This design comes from an exercise in tuning for small area and a short achievable clock period on the open sky130 flow, not from production work. Only the layout flow was run in this run; the RTL was not checked for function there. Power and IR drop assume default switching activity.

<file path="flow/config.mk">
export PLATFORM = sky130hd
export DESIGN_NAME = CPU
export DESIGN_NICKNAME = CPU
export VERILOG_FILES = /design/flow/design.v
export SDC_FILE = /design/flow/constraint.sdc
export NUM_CORES = 4
export LEC_CHECK = 0
export CAP_MARGIN = 20
export CORE_MARGIN = 2
export CORE_UTILIZATION = 40
export SLEW_MARGIN = 20
</file>
<file path="flow/constraint.sdc">
create_clock -name core_clock -period 28.0 [get_ports {clk}]
set_input_delay 5.6000 -clock core_clock [delete_from_list [all_inputs] [get_ports {clk}]]
set_output_delay 5.6000 -clock core_clock [all_outputs]
set_load 0.01 [all_outputs]
</file>
<file path="flow/design.v">
module CPU_divrow #(parameter J = 1) (
    input  [15:0] rin,
    input         abit,
    input  [15:0] b,
    input         bz,       
    output        q,
    output [15:0] rout
);
    wire [J-1:0] x;
    generate
        if (J == 1) begin : g1
            assign x = abit;
        end else begin : gn
            assign x = {rin[J-2:0], abit};
        end
    endgenerate
    wire [J:0] d = {1'b0, x} - {1'b0, b[J-1:0]};
    assign q = bz & ~d[J];
    generate
        if (J < 16) begin : gz
            assign rout[15:J] = {(16-J){1'b0}};
        end
    endgenerate
    assign rout[J-1:0] = q ? d[J-1:0] : x;
endmodule
module CPU (
    input clk,
    input reset,
    input [18:0] instruction,
    input [15:0] data_in,
    output reg [15:0] data_out,
    output [15:0] address,
    output reg mem_read,
    output reg mem_write
);
    localparam K1 = 4;
    localparam K2 = 11;
    reg [15:0] registers [0:15];
    wire [3:0] opcode = instruction[18:15];
    wire [3:0] rs = instruction[14:11];
    wire [3:0] rt = instruction[10:7];
    wire [3:0] rd = instruction[6:3];
    wire [11:0] addr = instruction[14:3];
    wire op_load  = opcode == 4'b1010;
    wire op_store = opcode == 4'b1011;
    wire op_call  = opcode == 4'b1111;
    wire [15:0] ra = registers[rs];
    wire [15:0] rb = registers[rt];
    wire [15:0] rem1 [0:K1];
    wire [K1-1:0] q1;
    assign rem1[0] = 16'b0;
    genvar j;
    generate
        for (j = 1; j <= K1; j = j + 1) begin : s1
            CPU_divrow #(.J(j)) row (.rin(rem1[j-1]), .abit(ra[16-j]), .b(rb),
                .bz(~|rb[15:j]), .q(q1[K1-j]), .rout(rem1[j]));
        end
    endgenerate
    reg [15:0] A2, B2;
    reg [K1-1:0] r2, q2;
    reg [3:0] op2;
    wire [15:0] rem2 [K1:K2];
    wire [K2-K1-1:0] qm;
    assign rem2[K1] = {{(16-K1){1'b0}}, r2};
    generate
        for (j = K1 + 1; j <= K2; j = j + 1) begin : s2
            CPU_divrow #(.J(j)) row (.rin(rem2[j-1]), .abit(A2[16-j]), .b(B2),
                .bz(~|B2[15:j]), .q(qm[K2-j]), .rout(rem2[j]));
        end
    endgenerate
    wire is_add = op2 == 4'd0;
    wire is_sub = op2 == 4'd1;
    wire is_mul = op2 == 4'd2;
    wire is_div = op2 == 4'd3;
    wire is_inc = op2 == 4'd4;
    wire is_dec = op2 == 4'd5;
    wire is_and = op2 == 4'd6;
    wire is_or  = op2 == 4'd7;
    wire is_xor = op2 == 4'd8;
    wire is_not = op2 == 4'd9;
    wire [15:0] addend = is_sub ? ~B2 : is_inc ? 16'h0000 : is_dec ? 16'hFFFF : B2;
    wire [15:0] sum = A2 + addend + {15'b0, is_sub | is_inc};
    wire [15:0] prod = A2 * B2;
    wire [15:0] res2 =
          ({16{is_add | is_sub | is_inc | is_dec}} & sum)
        | ({16{is_mul}} & prod)
        | ({16{is_div}} & {q2, qm, A2[15-K2:0]})
        | ({16{is_and}} & (A2 & B2))
        | ({16{is_or}}  & (A2 | B2))
        | ({16{is_xor}} & (A2 ^ B2))
        | ({16{is_not}} & ~A2);
    reg [15:0] qa3, b3;
    reg [K2-1:0] r3;
    reg div3;
    reg sel3;            
    reg [15:0] addr_hold;
    reg ex_zero;         
    wire [15:0] rem3 [K2:16];
    wire [15-K2:0] ql;
    assign rem3[K2] = {{(16-K2){1'b0}}, r3};
    generate
        for (j = K2 + 1; j <= 16; j = j + 1) begin : s3
            CPU_divrow #(.J(j)) row (.rin(rem3[j-1]), .abit(qa3[16-j]), .b(b3),
                .bz(j == 16 ? 1'b1 : ~|b3[15:(j == 16 ? 15 : j)]), .q(ql[16-j]), .rout(rem3[j]));
        end
    endgenerate
    wire [15:0] ex_res = div3 ? {qa3[15:16-K2], ql} : qa3;
    assign address = sel3 ? ex_res : addr_hold;
    reg [3:0] EXdst, WBdst;
    reg [15:0] WBres;
    reg [15:0] pc_base;
    reg [11:0] pc_tgt;
    reg [1:0] pc_mode;   
    wire eq2 = A2 == B2;
    wire pc_taken = pc_mode == 2'd1 | (pc_mode == 2'd2 & eq2) | (pc_mode == 2'd3 & ~eq2);
    wire [15:0] pc = pc_taken ? {4'b0, pc_tgt} : pc_base;
    wire [15:0] pc_inc = pc + 16'd1;
    always @(posedge clk or posedge reset) begin
        if (reset) begin
            op2 <= 4'b1010;
            EXdst <= 4'b0;
            WBdst <= 4'b0;
            WBres <= 16'b0;
            pc_base <= 16'b0;
            pc_mode <= 2'd0;
        end else begin
            op2 <= opcode;
            EXdst <= rd;
            WBdst <= EXdst;
            WBres <= ex_zero ? 16'b0 : ex_res;
            pc_base <= (opcode == 4'b1101 || opcode == 4'b1110) ? pc : pc_inc;
            case (opcode)
                4'b1100, 4'b1111: pc_mode <= 2'd1;
                4'b1101: pc_mode <= 2'd2;
                4'b1110: pc_mode <= 2'd3;
                default: pc_mode <= 2'd0;
            endcase
        end
    end
    always @(posedge clk or posedge reset) begin
        if (reset)
            ex_zero <= 1'b1;
        else
            ex_zero <= 1'b0;
    end
    always @(posedge clk) begin
        A2 <= ra;
        B2 <= rb;
        r2 <= rem1[K1][K1-1:0];
        q2 <= q1;
        pc_tgt <= addr;
        qa3 <= res2;
        b3 <= B2;
        r3 <= rem2[K2][K2-1:0];
        div3 <= is_div;
        sel3 <= ~reset & (op_load | op_store);
        addr_hold <= address;
    end
    always @(posedge clk) begin
        if (!reset) begin
            if (op_load) begin
                mem_read <= 1'b1;
            end else if (op_store) begin
                mem_write <= 1'b1;
                data_out <= rb;
            end else begin
                mem_read <= 1'b0;
                mem_write <= 1'b0;
            end
            if (op_call)
                registers[15] <= pc_inc;
            if (!op_store)
                registers[WBdst] <= WBres;
        end
    end
endmodule
</file>
<file path="flow/run.sh">
#!/bin/bash
# synth_recipe.tcl (not shown) runs the flow's synth.tcl, then flattens the netlist and writes it again
# the make line also repeats each setting of config.mk as NAME=value (left out here)
make -C /OpenROAD-flow-scripts/flow DESIGN_CONFIG=/design/flow/config.mk WORK_HOME=/design/flow/orfs CLKGATE_MAP_FILE= SYNTH_SCRIPT=/design/flow/synth_recipe.tcl finish
</file>
==> summary.txt <==
## flip-flops by register name, summed over array words and instances (netlist names), 11 cells and up
signal	cells
data_out	16
pc_tgt	12
A2	16
r3	11
registers	256
pc_base	16
qa3	16
WBres	16
b3	16
addr_hold	16
B2	16
## Yosys cell counts, types with 34 or more instances
cell type  number  share of area
xor2_1         48          0.014
xnor2_1       101          0.030
ha_1          237           0.10
mux2_2         70          0.027
edfxtp_1      274           0.28
o21ai_0        84          0.014
inv_1         227          0.029
fa_1           96          0.065
nor2b_1        40         0.0085
dfrtp_1        44          0.037
nand3_1        36         0.0061
clkbuf_1       72         0.0092
a21oi_1       127          0.022
nand2_1       195          0.025
o21a_1         34         0.0087
nor3_1         48         0.0081
nor2_1        200          0.025
mux4_2        147           0.11
dfxtp_1       113          0.077
## how the worst min path moves through the flow
stage               endpoint  slack, ns  cells past startpoint
floorplan           WBdst[0]       0.33                      0
global placement    WBdst[0]       0.33                      0
detailed placement  WBdst[2]       0.34                      0
CTS                 WBdst[2]       0.35                      0
global route        WBdst[2]       0.36                      0
finish              WBdst[2]       0.35                      0
## cells by family (layout without fill, tap and decap cells)
| logic type | count (synthesis) | count (layout) |
|---|---|---|
| and+or+nand+nor | 633 | 633 |
| AOI/OAI and AO/OA | 459 | 459 |
| DFF | 434 | 434 |
| adders and majority gates | 333 | 333 |
| buffers and inverters | 325 | 419 |
| muxes | 251 | 251 |
| xor gates and xnor gates | 149 | 149 |
| other | 1 | 1 |
## per-layer routing
metal | global-route usage | vias up | share of wire
met5 | 0 | - | 0.00025
met4 | 0.0841 | 4 | 0.040
met3 | 0.0301 | 195 | 0.064
li1 | - | 9580 | -
met2 | 0.388 | 765 | 0.49
met1 | 0.287 | 10500 | 0.40
## stage by stage
stage / utilization / setup WS [ns]
floorplan: - / 11.37
global placement: 0.429 / 10.08
detailed placement: 0.429 / 9.95
CTS: 0.449 / 9.22
global route: 0.449 / 8.11
finish: 0.449 / 9.27
## power by group through the flow
stage / logic [mW] / clock network (mW) / registers [mW]
floorplan: 1.29 / 0 / 0.792
global placement: 1.64 / 0 / 0.819
detailed placement: 1.67 / 0 / 0.821
CTS: 1.69 / 0.616 / 0.809
global route: 1.91 / 0.642 / 0.815
finish: 1.70 / 0.606 / 0.809
## worst max-delay path: cells and delay by family (launching register included)
| kind | cells | cell delay, ns |
|---|---|---|
| multiplexers | 1 | 0.40 |
| flip-flops | 1 | 0.46 |
| AND/OR/NAND/NOR | 9 | 1.31 |
| adder cells (fa/ha/maj) | 5 | 1.83 |
| buffers and inverters | 6 | 1.40 |
| AO/OA/AOI/OAI | 26 | 7.12 |
## final cells by class
cell class	count	area share
sequential	434	0.356
multi-input combinational	1826	0.508
tap	959	0.0366
inverter	231	0.0265
clock inverter	26	0.00748
timing repair buffer	105	0.0275
clock buffer	57	0.0377
==> results.json <==
{
  "route.vias.total": 21100,
  "p_total_mw": 3.12,
  "syn_inst": 2585,
  "status": "complete, no violations",
  "final_common_cell": "edfxtp_1",
  "synth_compound_area_frac": 0.102,
  "regArea_um2": 11700,
  "die_w_um": 276,
  "rows": 99,
  "htree_levels": 2,
  "startpoint": "b3[1]",
  "hold_viol": 0,
  "mostFrequentLayoutCells": "274 x edfxtp_1, 237 x ha_1, 226 x inv_1",
  "combPwrFrac": 0.546,
  "ir_drop_uv": 92.2,
  "slowest_stage": "a311o_1",
  "drv_cap": 0,
  "synth_enable_flop_cells": 274,
  "multi_input_area_um2": 16700,
  "pwr-share-clk": 0.194,
  "drc_errors": 0,
  "synthMuxAreaShare": 0.151,
  "drv_slew": 0,
  "dr.first_iter.drc_count": 1608,
  "grt_pass1_vias": 21400,
  "cpPeakStageDelay_ns": 0.75,
  "initial_core_util": 0.404,
  "synthesis.area_um2": 29500,
  "dieArea_um2": 75900,
  "synth_top_family_by_area": "adder cells",
  "cts_resized": 0,
  "synth_xor_area_frac": 0.0442,
  "setup_violations": 0,
  "hp-start": "EXdst[2]",
  "routedWlPerCell_um": 23.4,
  "rsz0062_at_grt": "no",
  "n_fill_cell": 6634,
  "place_congestion": 0.896,
  "max_slew.worst_pin.slew_ns": 1.05,
  "tns_ns": 0,
  "cts_buffers": 45,
  "fmax_mhz": 53.4,
  "yosys.area_share.simple": 0.0997,
  "power_switching_mw": 1.26,
  "synth_fa_ha_area_frac": 0.166,
  "grt_pass1_wl_um": 129000,
  "synth_cell_type_count": 78,
  "fin_crit_sh": 0.669,
  "worstPathMaxFanout": 24,
  "post_cts_buffers": 0,
  "crit_arrival_ns": 13.13,
  "fin_crit_ns": 18.73,
  "dp.cells": 3554,
  "drt_wl_total_um": 85100,
  "place_area_um2": 31300,
  "final_cell_area_um2": 32800,
  "start_kind": "flip-flop",
  "cts_tree": "done",
  "r2r_cells": 54,
  "end_kind": "primary output",
  "dp_hpwl_um": 60400,
  "clock-root-buffer": "clkbuf_16",
  "r2r_end": "r3[1]",
  "port_buffers": 51,
  "clock_path_buffers": 3,
  "hold_slack_ns": 0.349,
  "ys_seq_area_frac": 0.396,
  "clock_latency_ns": 0.61,
  "rr_startpoint": "B2[1]",
  "clock_sinks": 434,
  "fin_cells": 3638,
  "path_class": "flip-flop to primary output",
  "first_pass_iters": 6,
  "nets": 3013,
  "required_ns": 22.40,
  "drive_gt1_frac": 0.145,
  "intPower_mw": 1.86,
  "fp.dieH_um": 276,
  "area_delta_synth_final_pct": 11.2,
  "diodes": 0,
  "r2r_slack_ns": 11.77,
  "power_leakage_nw": 13.1,
  "syn_nets": 2955,
  "slew_headroom": 0.300,
  "ant_nets": 0,
  "syn_avg_cell_area_um2": 11.4,
  "grt_max_degree": 54,
  "path_clk_slew_ns": 0.06,
  "sw_frac_of_total": 0.405,
  "antenna_found_initial": 4,
  "power_frac_seq": 0.259,
  "grt_overflow": 0,
  "grt_use_total": 0.224,
  "vias_per_cell": 5.79,
  "p_per_area_nw_per_um2": 95.1,
  "ys_async_sr_fraction": 0.108,
  "ios": 71,
  "yosysWarnings": 1,
  "ys_ff_latch": 434,
  "coreArea_um2": 73000,
  "skew_ns": 0.0437,
  "hold_class": "flip-flop to flip-flop",
  "crit_path_end": "address[0]",
  "cts_hold_buf": 0,
  "path_common_cell": "a21o_1",
  "synthFlopType": "edfxtp_1"
}

-- static timing again, ports no longer ideal --
No port has a modelled driver above. Below, the same layout with a new extraction and two added sets of constraints.
Step 1, drivers: a clkbuf_16 drives clk and a buf_2 each remaining input, both assumed.
Step 2 times the ports against the registers' clock, not the clock port: input delays grow and output delays shrink by t, the midpoint of the rising clock arrivals with the driver on.
Slacks: ideal ports / drivers / drivers and shift; pairs: ideal ports / drivers.
t (ns): 0.647
setup slack, ns: 9.275 / 9.215 / 9.862
worst register clock-pin slew, ns: 0.07 / 0.07
worst data-port slew with drivers (ns): 0.05
After both steps this run still meets setup and hold. The setup slack of this run moves by -0.060 ns with the drivers and by +0.587 ns with both steps.
